This design comes from an exercise in tuning for small area, a short achievable clock period and few clock cycles per item on the open sky130 flow, not from production work. The RTL was checked by simulation tests, not by an equivalence proof against the original design.

## indigo
Design MCH, start of the top module:
module MCH (
    input               clk,
    input               reset,
    input       [ 7:0]  X,
    input       [ 7:0]  Y,
    output              Done,
    output      [16:0]  area
);
Size in the first run: ~980 flip-flops.
export LEC_CHECK = 0
export CAP_MARGIN = 20
export CORE_MARGIN = 2
export CORE_UTILIZATION = 25
export CTS_CLUSTER_DIAMETER = 100
export CTS_CLUSTER_SIZE = 20
export PLACE_DENSITY = 0.45
export SLEW_MARGIN = 20
create_clock -name core_clock -period 13.0 [get_ports {clk}]
run.sh (not shown) runs the stock make flow with config.mk's settings and CLKGATE_MAP_FILE= SYNTH_SCRIPT=/design/flow/synth_recipe.tcl, a recipe that flattens the netlist after the stock synthesis.
indigo finished every stage and its layout cleared the timing, DRC and antenna checks.
Testbench counts of indigo, summed over its fixed seeds: cycles 15,977, hulls 384.
What nickel does differently from indigo at the input level:
==> flow/flow/run.sh (new file) <==
#!/bin/bash
# Layout flow: the standard flow (standard synthesis, floorplan, placement,
# CTS, routing) unchanged, except that ORFS's timing repair (after CTS and after
# global routing) is asked to leave 9.3 ns of setup slack instead of 0, so that it
# also speeds up paths that already meet the 13 ns clock. The clock, the I/O
# constraints and everything else are the design's.
set -uo pipefail
cp standard.sh standard_sh.copy.log
export SETUP_SLACK_MARGIN=9.3
bash standard.sh > standard.log 2>&1
==> flow/standard.sh (new file) <==
#!/bin/bash
# synth_recipe.tcl (not shown) runs the flow's synth.tcl, then flattens the netlist and writes it again
# the make line also repeats each setting of config.mk as NAME=value (left out here)
make -C /OpenROAD-flow-scripts/flow DESIGN_CONFIG=/design/flow/config.mk WORK_HOME=/design/flow/orfs CLKGATE_MAP_FILE= SYNTH_SCRIPT=/design/flow/synth_recipe.tcl "${@:-finish}"
diff --git a/flow/config.mk b/flow/config.mk
--- a/flow/config.mk
+++ b/flow/config.mk
@@ -6,9 +6,11 @@
 export NUM_CORES = 8
 export LEC_CHECK = 0
+export ABC_AREA = 1
 export CAP_MARGIN = 20
 export CORE_MARGIN = 2
-export CORE_UTILIZATION = 25
+export CORE_UTILIZATION = 35
 export CTS_CLUSTER_DIAMETER = 100
 export CTS_CLUSTER_SIZE = 20
-export PLACE_DENSITY = 0.45
+export GPL_TIMING_DRIVEN = 0
+export PLACE_DENSITY = 0.55
 export SLEW_MARGIN = 20
removed: flow/run.sh
--- outcome ---
Buffer and inverter count on the worst path came out higher on nickel than on indigo.
Between nickel and indigo, number of inverters outside the clock class in the layout is lower for indigo, nickel comes in above that.
Cmp nickel and indigo / slew at the pin closest to its max-slew limit / higher: indigo
For harbor, these inputs were changed with respect to nickel:
==> flow/flow/run.sh <==
#!/bin/bash
# Layout flow: the standard flow (standard synthesis, floorplan, placement,
# CTS, routing) unchanged, except that ORFS's timing repair (after CTS and after
# global routing) is asked to leave 8.75 ns of setup slack instead of 0, so that it
# also speeds up paths that already meet the 13 ns clock. The clock, the I/O
# constraints and everything else are the design's.
set -uo pipefail
cp standard.sh standard_sh.copy.log
export SETUP_SLACK_MARGIN=8.75
bash standard.sh > standard.log 2>&1
==> flow/config.mk <==
export PLATFORM = sky130hd
export DESIGN_NAME = MCH
export DESIGN_NICKNAME = MCH
export VERILOG_FILES = /design/flow/design.v
export SDC_FILE = /design/flow/constraint.sdc
export NUM_CORES = 8
export LEC_CHECK = 0
export CAP_MARGIN = 20
export CORE_MARGIN = 2
export CORE_UTILIZATION = 35
export PLACE_DENSITY = 0.55
export SLEW_MARGIN = 20
Notes after the runs:
On final net count, the lower figure sits with harbor, not nickel.
harbor vs nickel: synthesized cell count down in harbor
Diff nickel -> harbor | width of the die | decrease of 1.3%
harbor: count of buffering cells on the critical path with inverters included higher than nickel
Looking at via count, harbor sits 17% lower than nickel does.
harbor: minimum period implied by the final worst setup slack 0.35 ns above nickel
harbor vs. nickel: non-clock buffer count fell 513, final area down 5.6%.
Cell count, nickel and harbor: lower on harbor
Highest metal layer with signal wires: met5 -> harbor, met4 -> nickel
The following lists how onyx was set up differently from harbor:
==> flow/flow/run.sh <==
#!/bin/bash
# Layout flow: the standard flow (standard synthesis, floorplan, placement,
# CTS, routing) unchanged, except that ORFS's timing repair (after CTS and after
# global routing) is asked to leave 9 ns of setup slack instead of 0, so that it
# also speeds up paths that already meet the 13 ns clock. The clock, the I/O
# constraints and everything else are the design's.
set -uo pipefail
cp standard.sh standard_sh.copy.log
export SETUP_SLACK_MARGIN=9
bash standard.sh > standard.log 2>&1
diff --git a/flow/config.mk b/flow/config.mk
--- a/flow/config.mk
+++ b/flow/config.mk
@@ -8,5 +8,5 @@
 export CAP_MARGIN = 20
 export CORE_MARGIN = 2
-export CORE_UTILIZATION = 35
-export PLACE_DENSITY = 0.55
+export CORE_UTILIZATION = 30
+export PLACE_DENSITY = 0.5
 export SLEW_MARGIN = 20
## What came out
Cell area after layout ended up 3.6% higher on onyx than on harbor.
Measured against onyx, the detailed-routing wirelength on met1 of harbor comes out at 0.903 times the reference value.
Going from harbor to onyx, the die area was enlarged.
Comparing harbor with onyx, the met3 routing resource usage after global routing came out essentially unchanged.
Minimum setup slack in the final design (onyx over harbor): increase, 0.085 ns
Delta (onyx minus harbor): worst slew slack as a fraction of its limit shows an increase of 6.0 points, sequential portion of the cell area saw a decrease.
Area used by sequential logic in the layout: onyx and harbor compared, higher one is onyx

[port drivers added, routing unchanged]
How much do the figures lean on ideal ports? The routed layouts below were timed once more, with nothing changed but the port constraints. Step 1 assumes that a clkbuf_16 drives the clock port and a buf_2 every other input. Step 2, shift: input delay + t, output delay - t, t = (earliest + latest rising clock arrival at the registers) / 2. This alone moves slack from input paths to output paths. a / b / c = ideal ports / drivers / drivers and shift; a / b = the first two.
run | t (ns) | slack for setup (ns) | worst hold slack (ns) | slew at the worst register clock pin (ns) | worst slew at a driven data input, ns
indigo | 0.818 | 7.422 / 7.422 / 7.422 | 0.341 / 0.341 / 0.341 | 0.11 / 0.11 | 0.12
nickel | 0.835 | 9.055 / 8.965 / 9.128 | 0.348 / 0.348 / 0.348 | 0.11 / 0.11 | 0.04
harbor | 0.841 | 8.710 / 8.710 / 8.710 | 0.346 / 0.346 / 0.346 | 0.07 / 0.07 | 0.06
onyx | 0.846 | 8.796 / 8.796 / 8.796 | 0.331 / 0.331 / 0.331 | 0.07 / 0.07 | 0.07
After both steps setup and hold are still met in every run listed.
